This design comes from an exercise in tuning for small area on the open sky130 flow, not from production work.
Only simulation tests tie the RTL to the original design; equivalence was not proved.
No driver is modelled on the clock port, so clocking that relies on it looks cheaper here than on a real chip.
Power figures rest on the tool's default switching activity, not on a simulated workload.

JK:
## fpga_storm_iv_demo
module fpga_storm_iv_demo(
    input wire clk,
    input wire rst_n,
    input wire [3:0] keys,
    input wire [3:0] dips,
    output wire [7:0] leds,
    output wire [3:0] seg_sel,
    output wire [7:0] seg_data,
    output wire beep
);
export LEC_CHECK = 0
export CAP_MARGIN = 20
export CORE_MARGIN = 2
export CORE_UTILIZATION = 55
export SLEW_MARGIN = 20
create_clock -name core_clock -period 10.0 [get_ports {clk}]
standard.sh (not shown) runs the stock make flow with config.mk's settings and CLKGATE_MAP_FILE= SYNTH_SCRIPT=/design/flow/synth_recipe.tcl, a recipe that flattens the netlist after the stock synthesis.
==> flow/flow/run.sh <==
#!/bin/bash
# Own layout flow: the standard ORFS flow (standard.sh) with these changes:
#  - synthesis: area-oriented ABC mapping, best of several scripts (flow/synth_area.tcl),
#    no adder extraction
#  - port buffers: sky130_fd_sc_hd__buf_1 instead of the default pick
#  - clock tree: clkbuf_4 buffers, no dummy loads; buffers whose clock pins see
#    too much slew are swapped for clkbuf_8 (flow/post_cts.tcl)
# Each tool's full output goes to the ORFS logs (orfs/logs/...) and make's to flow_make.log.
set -euo pipefail
W=$(pwd)
bash standard.sh \
  SYNTH_SCRIPT="$W/flow/synth_area.tcl" \
  ADDER_MAP_FILE= \
  BUFFER_PORTS_ARGS="-buffer_cell sky130_fd_sc_hd__buf_1" \
  POST_CTS_TCL="$W/flow/post_cts.tcl" \
  CTS_ARGS="-sink_clustering_enable -repair_clock_nets -dont_use_dummy_load -buf_list sky130_fd_sc_hd__clkbuf_4 -root_buf sky130_fd_sc_hd__clkbuf_4" \
  finish > "$W/flow_make.log" 2>&1
==> flow/flow/post_cts.tcl <==
estimate_parasitics -placement
set own_big [[ord::get_db] findMaster sky130_fd_sc_hd__clkbuf_8]
set own_swapped 0
foreach inst [[ord::get_db_block] getInsts] {
  if {[[$inst getMaster] getName] ne "sky130_fd_sc_hd__clkbuf_4"} { continue }
  set out [$inst findITerm X]
  set net [$out getNet]
  if {$net eq "NULL"} { continue }
  set worst 0
  foreach it [$net getITerms] {
    if {![$it isInputSignal]} { continue }
    set pin [get_pins -quiet [[$it getInst] getName]/[[$it getMTerm] getName]]
    if {$pin eq ""} { continue }
    set s [get_property $pin slew_max]
    if {$s > $worst} { set worst $s }
  }
  if {$worst > 0.095} {
    puts "own flow: [$inst getName] clock sink slew $worst ns: clkbuf_8"
    $inst swapMaster $own_big
    incr own_swapped
  }
}
if {$own_swapped} {
  detailed_placement
  estimate_parasitics -placement
}
Other scripts of this flow, unchanged in this note and not shown: flow/flow/abc_area_s0.abc, flow/flow/abc_area_s1.abc, flow/flow/abc_area_s11.abc, flow/flow/abc_area_s12.abc, flow/flow/abc_area_s13.abc, flow/flow/abc_area_s14.abc, flow/flow/abc_area_s15.abc, flow/flow/abc_area_s16.abc, flow/flow/abc_area_s17.abc, flow/flow/abc_area_s3.abc, flow/flow/abc_area_s8.abc, flow/flow/abc_area_s9.abc, flow/flow/synth_area.tcl
JK was carried through to the last stage, and its layout satisfied the timing, DRC and antenna checks.
Changes in MS relative to JK:
diff --git a/flow/flow/run.sh b/flow/flow/run.sh
--- a/flow/flow/run.sh
+++ b/flow/flow/run.sh
@@ -3,3 +3,4 @@
 #  - synthesis: area-oriented ABC mapping, best of several scripts (flow/synth_area.tcl),
-#    no adder extraction
+#    no adder extraction, no pass-through buffers; constant outputs share one tie cell
+#    per value (SKIP_REPAIR_TIE_FANOUT)
 #  - port buffers: sky130_fd_sc_hd__buf_1 instead of the default pick
@@ -13,2 +14,4 @@
   ADDER_MAP_FILE= \
+  SYNTH_INSBUF=0 \
+  SKIP_REPAIR_TIE_FANOUT=1 \
   BUFFER_PORTS_ARGS="-buffer_cell sky130_fd_sc_hd__buf_1" \
diff --git a/flow/flow/post_cts.tcl b/flow/flow/post_cts.tcl
--- a/flow/flow/post_cts.tcl
+++ b/flow/flow/post_cts.tcl
@@ -1,3 +1,11 @@
+set own_big [[ord::get_db] findMaster sky130_fd_sc_hd__clkbuf_8]
+foreach it [[[ord::get_db_block] findNet clk] getITerms] {
+  set inst [$it getInst]
+  if {[[$inst getMaster] getName] eq "sky130_fd_sc_hd__clkbuf_4"} {
+    puts "own flow: root [$inst getName]: clkbuf_8"
+    $inst swapMaster $own_big
+  }
+}
+detailed_placement
 estimate_parasitics -placement
-set own_big [[ord::get_db] findMaster sky130_fd_sc_hd__clkbuf_8]
 set own_swapped 0
@@ -16,3 +24,3 @@
   }
-  if {$worst > 0.095} {
+  if {$worst > 0.110} {
     puts "own flow: [$inst getName] clock sink slew $worst ns: clkbuf_8"
Findings:
- MS reached the end of the flow, and the finished layout is clean on the timing, DRC and antenna checks.
- Re path length in cells of the critical path: no difference whatsoever between MS and JK.
- Via count of the first global-routing pass ends up lower on JK.
- When MS is set beside JK, its sequential share of layout area turns out to be 0.44 points larger.
- When MS is set beside JK, its overall track demand over capacity in global routing turns out to be 0.81 points larger.
- In the tables for JK and MS, power reads lower with MS.
[inputs] AL vs MS
diff --git a/flow/flow/post_cts.tcl b/flow/flow/post_cts.tcl
--- a/flow/flow/post_cts.tcl
+++ b/flow/flow/post_cts.tcl
@@ -24,3 +24,3 @@
   }
-  if {$worst > 0.110} {
+  if {$worst > 0.100} {
     puts "own flow: [$inst getName] clock sink slew $worst ns: clkbuf_8"
==> comparison <==
Count of buffers not belonging to the clock network in the layout: MS vs AL — no meaningful difference
Comparing MS and AL, the higher sequential share of power is on MS.
Compared with MS, in AL minimum period implied by the final worst setup slack went up; fmax went down; hold slack did not really move.
In the metrics for MS and AL, the one carrying the lower fraction of met1 tracks used by global routing is MS.
Summary of AL over MS: power consumed by combinational cells shows no meaningful change, routed wire length shows an increase of about 0.9%.
Worst-case clock skew: AL vs MS down 0.013 ns
Sort MS and AL by design area, ascending, and MS comes first.
Re number of register bits inferred by synthesis: no difference whatsoever between MS and AL.
The inputs of TR differ from those of AL as listed below.
diff --git a/flow/flow/run.sh b/flow/flow/run.sh
--- a/flow/flow/run.sh
+++ b/flow/flow/run.sh
@@ -3,4 +3,3 @@
 #  - synthesis: area-oriented ABC mapping, best of several scripts (flow/synth_area.tcl),
-#    no adder extraction, no pass-through buffers; constant outputs share one tie cell
-#    per value (SKIP_REPAIR_TIE_FANOUT)
+#    no adder extraction
 #  - port buffers: sky130_fd_sc_hd__buf_1 instead of the default pick
diff --git a/flow/flow/post_cts.tcl b/flow/flow/post_cts.tcl
--- a/flow/flow/post_cts.tcl
+++ b/flow/flow/post_cts.tcl
@@ -1,11 +1,3 @@
+estimate_parasitics -placement
 set own_big [[ord::get_db] findMaster sky130_fd_sc_hd__clkbuf_8]
-foreach it [[[ord::get_db_block] findNet clk] getITerms] {
-  set inst [$it getInst]
-  if {[[$inst getMaster] getName] eq "sky130_fd_sc_hd__clkbuf_4"} {
-    puts "own flow: root [$inst getName]: clkbuf_8"
-    $inst swapMaster $own_big
-  }
-}
-detailed_placement
-estimate_parasitics -placement
 set own_swapped 0
@@ -24,3 +16,3 @@
   }
-  if {$worst > 0.100} {
+  if {$worst > 0.095} {
     puts "own flow: [$inst getName] clock sink slew $worst ns: clkbuf_8"
==> comparison <==
Count of placed standard cells in the final layout, fillers left out delta (TR -> AL): insignificant. Comparing AL against TR, there is no change at all in total DRC errors in the routed layout. AL and TR ended up with roughly the same combined area of the multi-input logic cells. Re via count: no difference whatsoever between TR and AL.
For PW, these inputs were changed with respect to TR:
diff --git a/flow/flow/run.sh b/flow/flow/run.sh
--- a/flow/flow/run.sh
+++ b/flow/flow/run.sh
@@ -3,3 +3,4 @@
 #  - synthesis: area-oriented ABC mapping, best of several scripts (flow/synth_area.tcl),
-#    no adder extraction
+#    no adder extraction, no pass-through buffers; constant outputs share one tie cell
+#    per value (SKIP_REPAIR_TIE_FANOUT)
 #  - port buffers: sky130_fd_sc_hd__buf_1 instead of the default pick
==> flow/flow/abc_area_x3.abc (new file) <==
strash; &get -n; &fraig -x; &put; scorr; dc2; dretime; strash; &get -n; &syn3; &dch -f; &nf -R 1000 -p; &put
==> flow/flow/abc_area_x7.abc (new file) <==
strash; &get -n; &fraig -x; &put; scorr; dc2; dretime; strash; &get -n; &dch -f -C 1000; &nf -R 1000 -p -E 1; &put
==> flow/flow/abc_area_x8.abc (new file) <==
strash; &get -n; &fraig -x; &put; scorr; dc2; dretime; strash; &get -n; &syn2; &syn2; &dch -f; &nf -R 1000 -p; &put
diff --git a/flow/flow/post_cts.tcl b/flow/flow/post_cts.tcl
--- a/flow/flow/post_cts.tcl
+++ b/flow/flow/post_cts.tcl
@@ -1,3 +1,11 @@
+set own_big [[ord::get_db] findMaster sky130_fd_sc_hd__clkbuf_8]
+foreach it [[[ord::get_db_block] findNet clk] getITerms] {
+  set inst [$it getInst]
+  if {[[$inst getMaster] getName] eq "sky130_fd_sc_hd__clkbuf_4"} {
+    puts "own flow: root [$inst getName]: clkbuf_8"
+    $inst swapMaster $own_big
+  }
+}
+detailed_placement
 estimate_parasitics -placement
-set own_big [[ord::get_db] findMaster sky130_fd_sc_hd__clkbuf_8]
 set own_swapped 0
@@ -16,3 +24,3 @@
   }
-  if {$worst > 0.095} {
+  if {$worst > 0.110} {
     puts "own flow: [$inst getName] clock sink slew $worst ns: clkbuf_8"
Notes after the runs:
- Clock power share: PW < TR
- Relative to TR, synthesis-to-layout area growth decreased by 0.98 points in PW.
- Of TR and PW, the run reporting the lower maximum vdd ir drop was PW.
- The power in PW sits 3.9% below the value recorded for TR.
- Relative to TR, total non-filler cell area in the finished layout decreased by about 0.9% in PW.

==> separate check: timing with driven ports <==
How much do the figures lean on ideal ports? The routed layouts below were timed once more, with nothing changed but the port constraints.
Step 1 assumes that a clkbuf_16 drives the clock port and a buf_2 every other input.
Step 2 adds t to the input delays and takes it off the output delays; t is the mean of the earliest and latest rising clock arrival at the registers after step 1. Input paths then give back, and output paths get back, about the clock's delay inside the block.
Slacks: ideal / step 1 / step 2; pairs: ideal / step 1.
run | shift t [ns] | slack for setup (ns) | worst setup path after step 2 | worst register clock-pin slew, ns | worst data-port slew with drivers (ns)
JK | 0.355 | 5.662 / 5.635 / 5.983 | input to register | 0.09 / 0.09 | 0.03
MS | 0.353 | 5.688 / 5.661 / 5.953 | input to register | 0.11 / 0.11 | 0.03
AL | 0.358 | 5.670 / 5.642 / 5.929 | input to register | 0.09 / 0.09 | 0.03
TR | 0.358 | 5.670 / 5.642 / 5.929 | input to register | 0.09 / 0.09 | 0.03
PW | 0.353 | 5.709 / 5.683 / 5.961 | input to register | 0.11 / 0.11 | 0.03
After both steps every run listed still meets setup and hold.
